This design comes from an exercise in tuning for small area and a short achievable clock period on the open sky130 flow, not from production work. Function was not checked in any run shown here: the RTL went through the layout flow alone.

==> flow/design.v, too long to show whole: its modules and the start of the top module <==
// module BigALU: 116 lines
// module ExpSub: 36 lines
// module PfxGP: 4 lines
// module PfxG: 3 lines
// module Inc23: 14 lines
// module NormalizedDecoder: 38 lines
// module AddOp: 77 lines
// module MultiOp: 31 lines
// module MulOut: 16 lines
// module MulCore: 942 lines
// module MulFA: 4 lines
// module MulBoothEnc: 4 lines
// module MulBoothPP: 3 lines
// module MulBoothPP2: 4 lines
// module MulHA: 4 lines
// module MulCPA: 216 lines
// module FP_ALU_SYN: 79 lines
module FP_ALU_SYN (
    output [31:0] out,
    output under_overflow,
    output zero,
    input  [31:0] para1,
    input  [31:0] para2,
    input  [1:0]  ALU_op,
    input  clk
);
  // ...
==> flow/flow/run.sh <==
#!/bin/bash
# Standard synthesis and layout, with two changes to how the layout is made
# (the clock period and constraints are the design's):
#  - every port still gets a buffer, but a buf_4 rather than the default
#    delay-type buffer;
#  - timing repair is asked to keep a larger setup margin than the flow
#    settings allow, so that it sizes and buffers the long paths.
set -euo pipefail
bash standard.sh synth > synth.log 2>&1
bash standard.sh finish SETUP_SLACK_MARGIN=10.0 TNS_END_PERCENT=100 \
    "BUFFER_PORTS_ARGS=-buffer_cell sky130_fd_sc_hd__buf_4" > layout.log 2>&1
==> flow/standard.sh <==
#!/bin/bash
# synth_recipe.tcl (not shown) runs the flow's synth.tcl, then flattens the netlist and writes it again
# the make line also repeats each setting of config.mk as NAME=value (left out here)
make -C /OpenROAD-flow-scripts/flow DESIGN_CONFIG=/design/flow/config.mk WORK_HOME=/design/flow/orfs CLKGATE_MAP_FILE= SYNTH_SCRIPT=/design/flow/synth_recipe.tcl "${@:-finish}"
==> flow/config.mk <==
export PLATFORM = sky130hd
export DESIGN_NAME = FP_ALU_SYN
export DESIGN_NICKNAME = FP_ALU_SYN
export VERILOG_FILES = /design/flow/design.v
export SDC_FILE = /design/flow/constraint.sdc
export NUM_CORES = 4
export LEC_CHECK = 0
export CAP_MARGIN = 20
export CORE_MARGIN = 2
export CORE_UTILIZATION = 40
export SLEW_MARGIN = 20
export SYNTH_HIERARCHICAL = 1
==> flow/constraint.sdc <==
create_clock -name core_clock -period 16.0 [get_ports {clk}]
set_input_delay 3.2000 -clock core_clock [delete_from_list [all_inputs] [get_ports {clk}]]
set_output_delay 3.2000 -clock core_clock [all_outputs]
set_load 0.01 [all_outputs]
==> summary.txt, run 1 <==
Global routing
  • Met2 GRT Util: 39.7%
  • Grt peak-use layer: met2
  • Grt met1 use: just under 40%

Critical path
  • Stages on worst setup path: 7
  • Crit Path Category: reg2out
  • Data required, critical path: around 13 ns
  • CP Launch Point: mh_r[24]

Die
  • Die Span Y: between 200 and 300 um
  • TAP cells: between 900 and 1000

CTS
  • Postcts setup bufs: 20
  • Clock transition at the registers of the reported paths: about 0.07 ns

Min path
  • Min-delay worst type: reg2reg
  • Hold-critical path depth: 1

Place
  • PortBufs: 100

Layout
  • Post-layout util: a little under half
  • Leading cell type in the layout, fill and taps excluded: xnor2_1
  • FFs & Latches: between 150 and 200
  • Ant diodes: 0
  • Biggest regs: add_r x32, op1_ff x32, mh_r x25

Detailed routing
  • Remaining DRCs: 0
  • WL met3: roughly 11 mm

Run
  • Maxcap violations: 0

STA
  • Clk_skew: 0.0139 ns
  • Fin crit share: 37.4%

Outcome
  • Status: complete, no violations
==> inputs of run 2 (changes only) <==
--- a/flow/flow/run.sh
+++ b/flow/flow/run.sh
@@ -9,3 +9,3 @@
 bash standard.sh synth > synth.log 2>&1
-bash standard.sh finish SETUP_SLACK_MARGIN=10.0 TNS_END_PERCENT=100 \
+bash standard.sh finish SETUP_SLACK_MARGIN=10.5 TNS_END_PERCENT=100 \
     "BUFFER_PORTS_ARGS=-buffer_cell sky130_fd_sc_hd__buf_4" > layout.log 2>&1
==> summary.txt, run 2 <==
Outcome
  • Status: complete, no violations

Detailed routing
  • Wirelength, routed: between 100 and 150 mm
  • Vias per cell: a little over 6
  • Post-DRT Antenna Nets: 0
  • DR WL/cell: 24.5 um
  • TritonRoute pass-1 iters: 19
  • Vias: approximately 27000
  • DRT iter0 DRCs: approximately 3000
  • Remaining DRCs: 0 (unchanged)

Critical path
  • Slowest CP cell: dfxtp_4
  • Crit Reg-Reg Endpoint: add_r[8]
  • Crit Path Category: reg2out
  • Data required, critical path: 12.80 ns (about the same)
  • CP Buf/Inv Count: 1
  • Crit. End Element: primary output
  • Maximum fanout along the worst path: 7
  • Top Family by Delay on Critical Path: simple AND/OR/NAND/NOR gates
  • Element type at the critical path start: flip-flop
  • RR Startpoint: dz_ff
  • R2R Setup Slk: around 10 ns
  • Worst-path cell chain: and2_4 -> a22o_1 -> a22o_4 -> nor4_4 -> nand4_1 -> nor2_1 -> buf_4
  • Crit path DAT: 2.63 ns
  • Worst path max stage delay: between 0.4 and 0.5 ns
  • Worst reg2reg path depth: 26

STA
  • Final hold violations: 0
  • Worst slew pin tran: 0.898 ns
  • Final min period: ~5.8 ns
  • Endpoints failing setup: 0
  • F_max: around 170 MHz
  • Total Neg Setup Slack: 0 ns
  • Clk_skew: 0.0239 ns (+0.0100 ns)
  • WHS: about 0.38 ns
  • Fin crit share: 36.5% (-0.96 points)
  • Pins Over Slew Limit: 0
  • RSZ-0062 raised after global routing: true
  • Final worst slack: approximately 10 ns
  • Rel. slew slack: 40.1%

Die
  • Die ar.: between 70000 and 80000 sq um
  • Die Wd: between 200 and 300 um
  • FP Rows: 99
  • IO Count: 101
  • Initial Util: 40.4%
  • Core Box Area: 73100 sq um
  • Die Span Y: 276 um (unchanged)

CTS
  • H-tree Lvls: 4
  • Clock transition at the registers of the reported paths: 0.07 ns (about the same)
  • Clock Latency Late Sink: between 0.4 and 0.5 ns
  • CTS tree: done
  • Clk root buf: clkbuf_16
  • Cts bufs inserted: 17
  • Deepest clock path buffer count: 2
  • Clk sink count: 179
  • # hold bufs at CTS: 0

Place
  • Placed Instances: 4229
  • GP Congestion: around 0.91
  • DP Worst Slack: a little under 9 ns
  • PortBufs: 100 (unchanged)
  • Final HPWL DP: between 70 and 80 mm

Min path
  • Min-delay worst type: reg2reg
  • Worst hold start: ALU_op_ff[0]
  • Hold EP: sel_mul
  • Hold-critical path depth: 1 (unchanged)

Layout
  • Final #Nets: 3945
  • Fillers: approximately 7000
  • Ratio of cells with drive above 1 in the final layout: between 10% and 20%
  • Leading cell type in the layout, fill and taps excluded: xnor2_1
  • Final std cells w/o fill: 4362
  • Commonest cells after routing, fill and taps aside: 363 x xnor2_1, 264 x a22oi_1, 259 x fa_1
  • P&R area growth vs syn: 18.5%
  • Biggest regs: add_r x32, op1_ff x32, mh_r x25
  • Area of the multi-input gates: roughly 26000 sq um
  • Sequential cell area: 3650 sq um

Synthesis
  • Yosys warns: 8
  • Syn Inst Count: 3169
  • Synthesized area: 29500 sq um
  • Avg Cell Area, Syn: around 9.3 sq um

Global routing
  • Gr usage total: 26.8%
  • Congestion Overflow GR: 0
  • Largest net degree at the start of global routing: 55
  • First-pass GRT wire length: 156 mm
  • Vias in the first global route: around 25000
  • Initial antenna violation count: 3

Run
  • Maxcap violations: 0 (unchanged)
==> run 2: changes by cell type in the layout (fill, tap and decap cells not counted), sizes merged, moves of 2 or more <==
cell      delta
clkbuf       +9
inv          +5
buf         +39
a21o         +2
clkinvlp     -3
bufbuf       +2
==> run 2: stage by stage <==
stage / util (%) / instance area [sq um]
floorplan: - / 29900
global placement: 43.6 / 31900
detailed placement: 43.6 / 31900
CTS: 46.1 / 33700
global route: 47.9 / 35000
finish: 47.9 / 35000
==> run 2: layer usage <==
| metal | global-route usage, % | vias up | part of all wire [%] | wire length, um |
|---|---|---|---|---|
| met2 | 40.4 | 1295 | 44 | 46700 |
| met3 | 4.57 | 173 | 9.2 | 9860 |
| met1 | 39.2 | 13100 | 44 | 47200 |
| met5 | 0 | - | 0 | 0 |
| li1 | - | 12000 | - | - |
| met4 | 7.88 | 0 | 3.1 | 3300 |
==> run 2: repair_timing <==
| item | 4_1_cts | 5_1_grt |
|---|---|---|
| setup endpoints to repair | 99 | 78 |
| resized for setup | 118 | 194 |
| gates cloned | 8 | 16 |
| pin swaps | 37 | 40 |
| buffers inserted | 50 | 26 |
==> run 2: final cells by class <==
cell class                 count  area share [%]
antenna                        1         0.00715
clock buffer                  19            1.27
clock inverter                13           0.482
inverter                     207            2.26
multi-input combinational   2698            73.3
sequential                   179            10.4
tap                          959            3.43
timing repair buffer         286            8.82
==> run 2: worst reg2reg max path, cell delays in order (launching register included) <==
cell and delay, ns:
dfxtp_4 0.36, buf_12 0.12, mux2i_1 0.18, nor2_1 0.05, a21oi_1 0.14, ha_1 0.28
a21o_1 0.19, a21o_1 0.19, a21o_4 0.24, a21o_4 0.24, a21o_4 0.24, a21o_1 0.23
xor2_4 0.18, buf_4 0.17, nor2_1 0.41, o211a_4 0.27, a21oi_4 0.04, buf_12 0.14
nor2_4 0.19, buf_12 0.14, and4bb_2 0.23, nor4_2 0.05, o221ai_2 0.23, o211ai_4 0.10
or3b_4 0.48, buf_12 0.18, o221ai_4 0.19
==> run 2: worst max path at each step <==
stage,start,slack [ns],end,cells after the start
floorplan,neg_ff[0],10.29,add_r[0],28
global placement,big_ff,9.02,add_r[29],28
detailed placement,big_ff,8.90,add_r[29],28
CTS,mh_r[24],10.15,zero,7
global route,mh_r[24],10.13,zero,7
finish,mh_r[24],10.17,zero,7
==> module ExpSub, before the edit <==
module ExpSub (
    output [8:0] out,
    input  [7:0] op1,
    input  [7:0] op2,
    input  cin
);
wire [7:0] p0 = op1 ^ op2;
wire [7:0] g0 = op1 & op2;
wire c0;
PfxG cg0 (.g(c0), .gh(g0[0]), .ph(p0[0]), .gl(cin));
wire G1;
PfxG c1 (.g(G1), .gh(g0[1]), .ph(p0[1]), .gl(c0));
wire G2, P2;
PfxGP c2 (.g(G2), .p(P2), .gh(g0[3]), .ph(p0[3]), .gl(g0[2]), .pl(p0[2]));
wire G3, P3;
PfxGP c3 (.g(G3), .p(P3), .gh(g0[5]), .ph(p0[5]), .gl(g0[4]), .pl(p0[4]));
wire G4, P4;
PfxGP c4 (.g(G4), .p(P4), .gh(g0[7]), .ph(p0[7]), .gl(g0[6]), .pl(p0[6]));
wire G5;
PfxG c5 (.g(G5), .gh(g0[2]), .ph(p0[2]), .gl(G1));
wire G6;
PfxG c6 (.g(G6), .gh(G2), .ph(P2), .gl(G1));
wire G7, P7;
PfxGP c7 (.g(G7), .p(P7), .gh(g0[6]), .ph(p0[6]), .gl(G3), .pl(P3));
wire G8, P8;
PfxGP c8 (.g(G8), .p(P8), .gh(G4), .ph(P4), .gl(G3), .pl(P3));
wire G9;
PfxG c9 (.g(G9), .gh(g0[4]), .ph(p0[4]), .gl(G6));
wire G10;
PfxG c10 (.g(G10), .gh(G3), .ph(P3), .gl(G6));
wire G11;
PfxG c11 (.g(G11), .gh(G7), .ph(P7), .gl(G6));
wire G12;
PfxG c12 (.g(G12), .gh(G8), .ph(P8), .gl(G6));
assign out = {G12, p0[7] ^ G11, p0[6] ^ G10, p0[5] ^ G9, p0[4] ^ G6, p0[3] ^ G5, p0[2] ^ G1, p0[1] ^ c0, p0[0] ^ cin};
endmodule
==> module AddOp, before the edit <==
module AddOp (
    output reg [31:0] out,
    output reg under_overflow,
    input  [31:0] op1,
    input  [31:0] op2,
    input  [4:0]  d,
    input         big,
    input         dz,
    input         d1
);
wire        sub = op1[31] ^ op2[31];
wire [7:0]  E1  = op1[30:23];
wire [23:0] S1  = {1'b1, op1[22:0]};
wire [23:0] S2  = {1'b1, op2[22:0]};
wire is_result_zero = sub && (op1[30:0] == op2[30:0]);
wire add_with_zero  = ~|op2[30:0];
wire near = sub & (dz | d1 | big);
wire [24:0] aligned = {S2, 1'b0} >> d;
wire [23:0] U = big ? 24'd0 : aligned[24:1];
wire        r = ~big & aligned[0];
wire [24:0] R;
BigALU far_alu (.out(R), .op1(S1), .op2(U ^ {24{sub}}), .cin(r ^ sub));
wire [22:0] R_inc;
Inc23 rinc (.out(R_inc), .in(R[23:1]), .cin(R[0]));
wire        add_of = (E1 == 8'd254);
wire [7:0]  E1p1 = E1 + 8'd1;
wire [7:0]  E1m1 = E1 - 8'd1;
reg [31:0] far_out;
reg        far_uo;
always @(*) begin
    far_out = {op1[31], 31'd0};
    far_uo  = 1'b0;
    if (!sub) begin
        if (R[24]) begin
            far_uo = add_of;
            far_out[30:0] = {E1p1, add_of ? 23'd0 : R_inc};
        end
        else
            far_out[30:0] = {E1, R[22:0]};
    end
    else if (R[23]) begin
        far_uo = (E1 == 8'd0);
        far_out[30:0] = far_uo ? {8'hff, 23'd0} : {E1, R[22:0]};
    end
    else begin
        far_uo = (E1[7:1] == 7'd0);
        far_out[30:0] = far_uo ? {8'hff, 23'd0} : {E1m1, R[21:0], 1'b0};
    end
end
wire [23:0] nA  = big ? 24'd0 : S1;
wire [23:0] nB  = big ? S1 : (dz ? S2 : {1'b0, S2[23:1]});
wire        nci = big | dz | ~S2[0];
wire [24:0] Dsum;
BigALU near_alu (.out(Dsum), .op1(nA), .op2(~nB), .cin(nci));
wire [22:0] norm_frac;
wire [4:0]  shift;
NormalizedDecoder nd (.result(norm_frac), .shift_times(shift), .in(Dsum[23:0]));
wire [8:0] e_sum;
ExpSub esub (.out(e_sum), .op1(E1), .op2({3'b111, ~shift}), .cin(1'b1));
wire [7:0] e_sub = e_sum[7:0];
wire [24:0] e_le;
genvar k;
generate for (k = 0; k < 25; k = k + 1) begin : le
    assign e_le[k] = E1 <= k;
end endgenerate
wire       near_uo = e_le[shift];
wire [31:0] near_out = {op1[31], e_sub | {8{near_uo}}, norm_frac & {23{~near_uo}}};
wire sel_or   = ~is_result_zero & add_with_zero;
wire sel_near = ~is_result_zero & ~add_with_zero & near;
wire sel_far  = ~is_result_zero & ~add_with_zero & ~near;
always @(*) begin
    out = ({32{sel_or}}   & (op1 | op2))
        | ({32{sel_near}} & near_out)
        | ({32{sel_far}}  & far_out);
    under_overflow = (sel_near & near_uo) | (sel_far & far_uo);
end
endmodule
==> module FP_ALU_SYN, before the edit <==
module FP_ALU_SYN (
    output [31:0] out,
    output under_overflow,
    output zero,
    input  [31:0] para1,
    input  [31:0] para2,
    input  [1:0]  ALU_op,
    input  clk
);
wire [31:0] p2_eff = {para2[31] ^ (ALU_op == 2'b01), para2[30:0]};
wire        keep   = para1[30:0] >= para2[30:0];
wire [7:0]  d12    = para1[30:23] - para2[30:23];
wire [7:0]  d21    = para2[30:23] - para1[30:23];
wire [7:0]  d      = keep ? d12 : d21;
wire [31:0] n2 = keep ? p2_eff : para1;
wire [24:0] bx = {1'b1, n2[22:0], 1'b0};
wire [11:0] one_n, two_n, neg_n;
genvar j;
generate for (j = 0; j < 12; j = j + 1) begin : booth
    assign one_n[j] = bx[2*j+1] ^ bx[2*j];
    assign two_n[j] = (bx[2*j+2] & ~bx[2*j+1] & ~bx[2*j]) | (~bx[2*j+2] & bx[2*j+1] & bx[2*j]);
    assign neg_n[j] = bx[2*j+2];
end endgenerate
reg [31:0] op1_ff, op2_ff;
reg [11:0] one_ff, two_ff;
reg [10:0] neg_ff;
reg [1:0]  ALU_op_ff;
reg [4:0]  d_ff;
reg        big_ff, dz_ff, d1_ff;
always @(posedge clk) begin
    op1_ff    <= keep ? para1  : p2_eff;
    op2_ff    <= n2;
    one_ff    <= one_n;
    two_ff    <= two_n;
    neg_ff    <= neg_n[10:0];
    ALU_op_ff <= ALU_op;
    d_ff      <= d[4:0];
    big_ff    <= d > 8'd24;
    dz_ff     <= d == 8'd0;
    d1_ff     <= d == 8'd1;
end
wire [31:0] add_result;
wire        add_under_overflow;
wire [24:0] mh;
wire [8:0]  mtop0, mtop1;
wire        mkeep0, mkeep1, muo0, muo1;
AddOp   add   (.out(add_result), .under_overflow(add_under_overflow),
               .op1(op1_ff), .op2(op2_ff), .d(d_ff), .big(big_ff),
               .dz(dz_ff), .d1(d1_ff));
MultiOp multi (.h(mh), .top0(mtop0), .top1(mtop1), .keep0(mkeep0), .keep1(mkeep1),
               .uo0(muo0), .uo1(muo1), .para1(op1_ff), .para2(op2_ff),
               .one(one_ff), .two(two_ff), .neg({1'b1, neg_ff}));
reg [31:0] add_r;
reg        add_uo_r;
reg [24:0] mh_r;
reg [8:0]  mtop0_r, mtop1_r;
reg        mkeep0_r, mkeep1_r, muo0_r, muo1_r;
reg        sel_add, sel_mul;
always @(posedge clk) begin
    add_r    <= add_result;
    add_uo_r <= add_under_overflow;
    mh_r     <= mh;
    mtop0_r  <= mtop0;
    mtop1_r  <= mtop1;
    mkeep0_r <= mkeep0;
    mkeep1_r <= mkeep1;
    muo0_r   <= muo0;
    muo1_r   <= muo1;
    sel_add  <= ~ALU_op_ff[1];
    sel_mul  <= ALU_op_ff == 2'b10;
end
wire [31:0] mul_out;
wire        mul_uo;
MulOut mout (.out(mul_out), .under_overflow(mul_uo), .h(mh_r), .top0(mtop0_r), .top1(mtop1_r),
             .keep0(mkeep0_r), .keep1(mkeep1_r), .uo0(muo0_r), .uo1(muo1_r));
assign out = ({32{sel_add}} & add_r) | ({32{sel_mul}} & mul_out);
assign under_overflow = (sel_add & add_uo_r) | (sel_mul & mul_uo);
assign zero = ~|out;
endmodule
==> inputs of run 3 (changes only) <==
--- a/flow/design.v
+++ b/flow/design.v
@@ -117,9 +117,9 @@
 module ExpSub (
-    output [8:0] out,
-    input  [7:0] op1,
-    input  [7:0] op2,
+    output [5:0] out,
+    input  [4:0] op1,
+    input  [4:0] op2,
     input  cin
 );
-wire [7:0] p0 = op1 ^ op2;
-wire [7:0] g0 = op1 & op2;
+wire [4:0] p0 = op1 ^ op2;
+wire [4:0] g0 = op1 & op2;
 wire c0;
@@ -130,23 +130,9 @@
 PfxGP c2 (.g(G2), .p(P2), .gh(g0[3]), .ph(p0[3]), .gl(g0[2]), .pl(p0[2]));
-wire G3, P3;
-PfxGP c3 (.g(G3), .p(P3), .gh(g0[5]), .ph(p0[5]), .gl(g0[4]), .pl(p0[4]));
-wire G4, P4;
-PfxGP c4 (.g(G4), .p(P4), .gh(g0[7]), .ph(p0[7]), .gl(g0[6]), .pl(p0[6]));
+wire G3;
+PfxG c3 (.g(G3), .gh(g0[2]), .ph(p0[2]), .gl(G1));
+wire G4;
+PfxG c4 (.g(G4), .gh(G2), .ph(P2), .gl(G1));
 wire G5;
-PfxG c5 (.g(G5), .gh(g0[2]), .ph(p0[2]), .gl(G1));
-wire G6;
-PfxG c6 (.g(G6), .gh(G2), .ph(P2), .gl(G1));
-wire G7, P7;
-PfxGP c7 (.g(G7), .p(P7), .gh(g0[6]), .ph(p0[6]), .gl(G3), .pl(P3));
-wire G8, P8;
-PfxGP c8 (.g(G8), .p(P8), .gh(G4), .ph(P4), .gl(G3), .pl(P3));
-wire G9;
-PfxG c9 (.g(G9), .gh(g0[4]), .ph(p0[4]), .gl(G6));
-wire G10;
-PfxG c10 (.g(G10), .gh(G3), .ph(P3), .gl(G6));
-wire G11;
-PfxG c11 (.g(G11), .gh(G7), .ph(P7), .gl(G6));
-wire G12;
-PfxG c12 (.g(G12), .gh(G8), .ph(P8), .gl(G6));
-assign out = {G12, p0[7] ^ G11, p0[6] ^ G10, p0[5] ^ G9, p0[4] ^ G6, p0[3] ^ G5, p0[2] ^ G1, p0[1] ^ c0, p0[0] ^ cin};
+PfxG c5 (.g(G5), .gh(g0[4]), .ph(p0[4]), .gl(G4));
+assign out = {G5, p0[4] ^ G4, p0[3] ^ G3, p0[2] ^ G1, p0[1] ^ c0, p0[0] ^ cin};
 endmodule
@@ -268,5 +254,6 @@
 NormalizedDecoder nd (.result(norm_frac), .shift_times(shift), .in(Dsum[23:0]));
-wire [8:0] e_sum;
-ExpSub esub (.out(e_sum), .op1(E1), .op2({3'b111, ~shift}), .cin(1'b1));
-wire [7:0] e_sub = e_sum[7:0];
+wire [5:0] e_lo;
+ExpSub esub (.out(e_lo), .op1(E1[4:0]), .op2(~shift), .cin(1'b1));
+wire [2:0] E1_hi_m1 = E1[7:5] - 3'd1;
+wire [7:0] e_sub = {e_lo[5] ? E1[7:5] : E1_hi_m1, e_lo[4:0]};
 wire [24:0] e_le;
@@ -1523,14 +1510,20 @@
 wire        keep   = para1[30:0] >= para2[30:0];
-wire [7:0]  d12    = para1[30:23] - para2[30:23];
+wire [8:0]  d12    = {1'b0, para1[30:23]} - {1'b0, para2[30:23]};
 wire [7:0]  d21    = para2[30:23] - para1[30:23];
-wire [7:0]  d      = keep ? d12 : d21;
+wire [7:0]  d      = d12[8] ? d21 : d12[7:0];
 wire [31:0] n2 = keep ? p2_eff : para1;
-wire [24:0] bx = {1'b1, n2[22:0], 1'b0};
-wire [11:0] one_n, two_n, neg_n;
+wire [24:0] bx1 = {1'b1, para1[22:0], 1'b0};
+wire [24:0] bx2 = {1'b1, para2[22:0], 1'b0};
+wire [11:0] one1, two1, one2, two2;
 genvar j;
 generate for (j = 0; j < 12; j = j + 1) begin : booth
-    assign one_n[j] = bx[2*j+1] ^ bx[2*j];
-    assign two_n[j] = (bx[2*j+2] & ~bx[2*j+1] & ~bx[2*j]) | (~bx[2*j+2] & bx[2*j+1] & bx[2*j]);
-    assign neg_n[j] = bx[2*j+2];
+    assign one1[j] = bx1[2*j+1] ^ bx1[2*j];
+    assign two1[j] = (bx1[2*j+2] & ~bx1[2*j+1] & ~bx1[2*j]) | (~bx1[2*j+2] & bx1[2*j+1] & bx1[2*j]);
+    assign one2[j] = bx2[2*j+1] ^ bx2[2*j];
+    assign two2[j] = (bx2[2*j+2] & ~bx2[2*j+1] & ~bx2[2*j]) | (~bx2[2*j+2] & bx2[2*j+1] & bx2[2*j]);
 end endgenerate
+wire [11:0] one_n = keep ? one2 : one1;
+wire [11:0] two_n = keep ? two2 : two1;
+wire [11:0] neg_n = {1'b1, n2[21], n2[19], n2[17], n2[15], n2[13], n2[11],
+                     n2[9], n2[7], n2[5], n2[3], n2[1]};
 reg [31:0] op1_ff, op2_ff;
--- a/flow/flow/run.sh
+++ b/flow/flow/run.sh
@@ -9,3 +9,3 @@
 bash standard.sh synth > synth.log 2>&1
-bash standard.sh finish SETUP_SLACK_MARGIN=10.5 TNS_END_PERCENT=100 \
+bash standard.sh finish SETUP_SLACK_MARGIN=10.0 TNS_END_PERCENT=100 \
     "BUFFER_PORTS_ARGS=-buffer_cell sky130_fd_sc_hd__buf_4" > layout.log 2>&1
==> summary.txt, run 3 <==
Critical path
  • Crit Reg-Reg Endpoint: add_r[29]
  • RR Startpoint: dz_ff
  • Maximum fanout along the worst path: 11 (+4)
  • Crit. End Element: primary output
  • Worst reg2reg path depth: 22 (-15%)
  • Crit Path Category: reg2out
  • R2R Setup Slk: 10.09 ns (-0.36 ns)
  • Crit path DAT: 2.72 ns (+0.09 ns)
  • Data required, critical path: 12.80 ns (about the same)
  • Element type at the critical path start: flip-flop

Min path
  • Hold-critical path depth: 1 (unchanged)
  • Worst hold start: ALU_op_ff[0]
  • Min-delay worst type: reg2reg
  • Hold EP: sel_mul

CTS
  • H-tree Lvls: 4 (unchanged)
  • Deepest clock path buffer count: 2 (unchanged)
  • Clk root buf: clkbuf_16
  • Clock Latency Late Sink: 0.52 ns (+0.04 ns)
  • Clk sink count: 179 (unchanged)
  • CTS tree: done
  • Cts bufs inserted: 17 (unchanged)
  • Clock transition at the registers of the reported paths: 0.07 ns (about the same)

Die
  • Initial Util: 40.5% (+0.050 points)
  • Die Span Y: 279 um (+1.1%)
  • Die Wd: 279 um (+1.1%)
  • Die ar.: 77700 sq um (+2.1%)
  • IO Count: 101 (unchanged)
  • FP Rows: 100 (+1.0%)
  • Core Box Area: 74600 sq um (+2.0%)

Outcome
  • Status: complete, no violations

Global routing
  • Vias in the first global route: 26300 (+3.6%)
  • First-pass GRT wire length: 162 mm (+3.6%)
  • Gr usage total: 27.0% (+0.20 points)
  • Congestion Overflow GR: 0 (unchanged)
  • Initial antenna violation count: 0 (-3)
  • Largest net degree at the start of global routing: 80 (+45%)

Layout
  • Fillers: 7255 (+4.0%)
  • Sequential cell area: 3620 sq um (-0.89%)
  • Leading cell type in the layout, fill and taps excluded: xnor2_1
  • Final std cells w/o fill: 4453 (+2.1%)
  • P&R area growth vs syn: 13.3%
  • Commonest cells after routing, fill and taps aside: 379 x xnor2_1, 273 x a22oi_1, 259 x fa_1
  • Final #Nets: 4029 (+2.1%)
  • Ant diodes: 0 (-1)
  • Ratio of cells with drive above 1 in the final layout: 13.1% (-5.0 points)
  • Area of the multi-input gates: 25900 sq um (+0.78%)
  • Biggest regs: add_r x32, op1_ff x32, mh_r x25
  • Post-route cell area: 34200 sq um (-2.3%)

STA
  • Final min period: 5.92 ns (+0.0847 ns)
  • Final hold violations: 0 (unchanged)
  • Endpoints failing setup: 0 (unchanged)
  • Clk_skew: 0.0274 ns (+0.00352 ns)
  • Rel. slew slack: 28.5% (-12 points)
  • F_max: 169 MHz (-1.4%)
  • Worst slew pin tran: 1.07 ns (+0.171 ns)
  • WHS: 0.370 ns (-0.00701 ns)
  • RSZ-0062 raised after global routing: false
  • Pins Over Slew Limit: 0 (unchanged)
  • Fin crit share: 37.0% (+0.53 points)
  • Total Neg Setup Slack: 0 ns (unchanged)

Detailed routing
  • Post-DRT Antenna Nets: 0 (unchanged)
  • DR WL/cell: 24.3 um (-1.1%)
  • Vias per cell: 6.17 (+1.2%)
  • Wirelength, routed: 108 mm (+1.0%)
  • DRT iter0 DRCs: 2961 (-1.9%)
  • Vias: 27500 (+3.3%)
  • TritonRoute pass-1 iters: 8 (-11)
  • Remaining DRCs: 0 (unchanged)

Synthesis
  • Synthesized area: 30200 sq um (+2.2%)
  • Avg Cell Area, Syn: 9.19 sq um (-1.5%)
  • Syn Inst Count: 3286 (+3.7%)
  • Yosys warns: 8 (unchanged)

Place
  • PortBufs: 100 (unchanged)
  • GP Congestion: 0.929 (+2.0%)
  • Placed cell area: 32400 sq um (+1.5%)
  • Final HPWL DP: 74.5 mm (+4.8%)
  • Placed Instances: 4351 (+2.9%)

Run
  • Maxcap violations: 0 (unchanged)
-- run 3: what timing repair did --
item,CTS,global route
endpoints found under the setup margin,84,43
hold buffers,0,0
cloned,4,7
setup buffers,18,41
resized for setup,55,69
pin swaps,7,26
-- run 3: worst max-delay path by stage --
stage,startpoint,to,slack [ns],depth (start not counted)
2_1_floorplan,big_ff,add_r[28],10.03,31
3_3_place_gp,neg_ff[0],add_r[4],8.64,25
3_5_place_dp,neg_ff[0],add_r[22],8.57,22
4_1_cts,mh_r[24],zero,10.01,7
5_1_grt,dz_ff,add_r[29],9.96,26
6_report,mh_r[24],zero,10.08,7
-- run 3: cell type report --
| cell class | count | area share, % |
|---|---|---|
| Inverter | 188 | 2.10 |
| Tap cell | 969 | 3.54 |
| Timing Repair Buffer | 258 | 6.39 |
| Multi-Input combinational cell | 2827 | 75.6 |
| Clock buffer | 20 | 1.31 |
| Clock inverter | 12 | 0.479 |
| Sequential cell | 179 | 10.6 |
-- run 3: worst max-delay path: stages (launching register included) --
cell and delay [ns]:
dfxtp_4 0.40, and2_4 0.22, a22o_1 0.30, or4_1 0.53
a211oi_1 0.23, and4_1 0.21, and4_1 0.20, buf_4 0.12
-- run 3: metrics by stage --
| step | worst slack, ns | utilization [%] |
|---|---|---|
| after CTS | 10.01 | 44.9 |
| after global routing | 9.96 | 45.9 |
| after floorplan | 10.03 | - |
| after global placement | 8.64 | 43.4 |
| final | 10.08 | 45.9 |
| after detailed placement | 8.57 | 43.4 |
-- run 3: metal layers --
layer	share of wire (%)	up-vias	track usage, %
li1	-	12300	-
met1	43	13400	37.6
met2	43	1516	40.9
met3	10	233	5.71
met4	3.7	0	10.4
met5	0	-	0
==> inputs of run 4 (changes only) <==
--- a/flow/flow/run.sh
+++ b/flow/flow/run.sh
@@ -9,3 +9,3 @@
 bash standard.sh synth > synth.log 2>&1
-bash standard.sh finish SETUP_SLACK_MARGIN=10.0 TNS_END_PERCENT=100 \
+bash standard.sh finish SETUP_SLACK_MARGIN=10.5 TNS_END_PERCENT=100 \
     "BUFFER_PORTS_ARGS=-buffer_cell sky130_fd_sc_hd__buf_4" > layout.log 2>&1
==> summary.txt, run 4 <==
CTS
  • Cts bufs inserted: 17 (unchanged)
  • Clk sink count: 179 (unchanged)
  • CTS tree: done
  • H-tree Lvls: 4 (unchanged)
  • # hold bufs at CTS: 0 (unchanged)
  • Deepest clock path buffer count: 2 (unchanged)
  • Clk root buf: clkbuf_16
  • Clock transition at the registers of the reported paths: 0.07 ns (about the same)
  • Clock Latency Late Sink: 0.50 ns (-0.02 ns)

Critical path
  • Crit. End Element: primary output
  • Crit Path Category: reg2out
  • Slowest CP cell: or4_4
  • Data required, critical path: 12.80 ns (about the same)
  • Element type at the critical path start: flip-flop
  • Worst path max stage delay: 0.53 ns (about the same)
  • Worst-path cell chain: and2_4 -> a22o_1 -> or4_4 -> a211oi_2 -> and4_1 -> and4_1 -> buf_4
  • Most frequent CP cell: and4_1
  • Crit path DAT: 2.53 ns (-0.19 ns)
  • Maximum fanout along the worst path: 7 (-4)

STA
  • Final min period: 5.73 ns (-0.186 ns)
  • Endpoints failing setup: 0 (unchanged)
  • Rel. slew slack: 30.9% (+2.4 points)
  • Fin crit share: 35.8% (-1.2 points)
  • WHS: 0.386 ns (+0.0161 ns)
  • Total Neg Setup Slack: 0 ns (unchanged)
  • Pins Over Slew Limit: 0 (unchanged)
  • Final hold violations: 0 (unchanged)
  • Worst slew pin tran: 1.04 ns (-0.0328 ns)
  • Clk_skew: 0.0174 ns (-0.0100 ns)
  • Final worst slack: 10.27 ns (+0.186 ns)
  • F_max: 174 MHz (+3.2%)
  • RSZ-0062 raised after global routing: true

Synthesis
  • Synthesized area: 30200 sq um (unchanged)
  • Avg Cell Area, Syn: 9.19 sq um (unchanged)
  • Yosys warns: 8 (unchanged)
  • Syn Inst Count: 3286 (unchanged)

Place
  • DP Worst Slack: 8.68 ns (+0.102 ns)
  • Placed cell area: 32500 sq um (+0.47%)
  • GP Congestion: 0.960 (+3.3%)
  • PortBufs: 100 (unchanged)
  • Placed Instances: 4344 (-0.16%)
  • Final HPWL DP: 75.8 mm (+1.7%)

Detailed routing
  • Wirelength, routed: 111 mm (+2.6%)
  • Vias per cell: 6.16 (-0.19%)
  • Vias: 27600 (+0.40%)
  • TritonRoute pass-1 iters: 6 (-2)
  • Post-DRT Antenna Nets: 0 (unchanged)
  • Remaining DRCs: 0 (unchanged)
  • DR WL/cell: 24.8 um (+2.0%)
  • DRT iter0 DRCs: 3021 (+2.0%)

Die
  • Die Span Y: 279 um (unchanged)
  • Initial Util: 40.5% (unchanged)
  • FP Rows: 100 (unchanged)
  • IO Count: 101 (unchanged)
  • Die Wd: 279 um (unchanged)
  • Die ar.: 77700 sq um (unchanged)
  • Core Box Area: 74600 sq um (unchanged)

Layout
  • P&R area growth vs syn: 17.1%
  • Post-route cell area: 35400 sq um (+3.3%)
  • Ant diodes: 0 (unchanged)
  • Post-layout util: 47.4% (+1.5 points)
  • Leading cell type in the layout, fill and taps excluded: xnor2_1
  • Ratio of cells with drive above 1 in the final layout: 15.4% (+2.3 points)
  • Area of the multi-input gates: 26300 sq um (+1.7%)
  • Biggest regs: add_r x32, op1_ff x32, mh_r x25
  • Final #Nets: 4055 (+0.65%)
  • Fillers: 7151 (-1.4%)
  • Sequential cell area: 3630 sq um (+0.28%)
  • Commonest cells after routing, fill and taps aside: 379 x xnor2_1, 273 x a22oi_1, 258 x fa_1
  • Final std cells w/o fill: 4479 (+0.58%)

Global routing
  • Congestion Overflow GR: 0 (unchanged)
  • Largest net degree at the start of global routing: 76 (-5.0%)
  • Initial antenna violation count: 0 (unchanged)
  • Vias in the first global route: 27100 (+3.0%)
  • Gr usage total: 27.9% (+0.86 points)
  • First-pass GRT wire length: 168 mm (+3.8%)

Min path
  • Min-delay worst type: reg2reg

Run
  • Maxcap violations: 0 (unchanged)

Outcome
  • Status: complete, no violations
[run 4: critical path: cells and delay by family (launching register included)]
| kind | cells | cell delay, ns |
|---|---|---|
| and+or+nand+nor | 4 | 1.12 |
| AOI/OAI and AO/OA | 2 | 0.42 |
| DFF | 1 | 0.38 |
| buffers and inverters | 1 | 0.12 |
[run 4: path summary, 6_finish.rpt]
check / startpoint / end / slack [ns] / cells after the start
worst max-delay path: mh_r[24] / zero / 10.27 / 7
worst min-delay path: ALU_op_ff[1] / sel_add / 0.39 / 1
worst max register to register: dz_ff / add_r[20] / 10.38 / 29
worst min register to register: ALU_op_ff[1] / sel_add / 0.39 / 1
[run 4: metal layers]
metal / part of all wire, % / vias to the layer above / GRT usage (%)
met5: 0 / - / 0
met4: 4.1 / 0 / 10.8
met3: 7.8 / 274 / 4.78
met2: 47 / 1270 / 45.8
met1: 41 / 13700 / 36.5
li1: - / 12400 / -
[run 4: cell type report]
cell class	instances	share of cell area, %
clock inverters	14	0.418
inverters	188	2.07
flip-flops and latches	179	10.3
clock buffers	18	1.21
multi-input cells	2823	74.4
well taps	969	3.43
repair buffers	288	8.17
[run 4: timing repair]
item                                    CTS  global route
pin swaps                                37            41
cloned                                    6             3
gates resized for setup                 129           153
setup buffers                            69            25
endpoints found under the setup margin  158            97

-- afterwards: timing with drivers on the ports --
The results above use ideal ports. As a check the final layouts listed here were re-extracted and re-timed, cells and wires unchanged.
Step 1 assumes that a clkbuf_16 drives the clock port and a buf_2 every other input.
Step 2 also shifts input and output timing later by t, the mid clock arrival at the registers, as if the neighbouring blocks saw the same clock.
a / b / c = no drivers / after step 1 / after step 2; a / b = the first two.
| run | shift t [ns] | setup WS [ns] | latest minus earliest clock arrival (ns) | slew at the worst register clock pin (ns) |
|---|---|---|---|---|
| run 1 | 0.538 | 10.013 / 9.957 / 9.681 | 0.016 / 0.016 | 0.08 / 0.08 |
| run 2 | 0.521 | 10.167 / 10.114 / 10.072 | 0.024 / 0.024 | 0.08 / 0.08 |
| run 3 | 0.564 | 10.082 / 10.023 / 9.624 | 0.028 / 0.028 | 0.09 / 0.09 |
| run 4 | 0.557 | 10.268 / 10.206 / 10.139 | 0.018 / 0.017 | 0.08 / 0.08 |
After both steps every run listed still meets setup and hold. The setup slack of run 3, which loses most, moves by -0.059 ns with the drivers and by -0.458 ns with both steps.
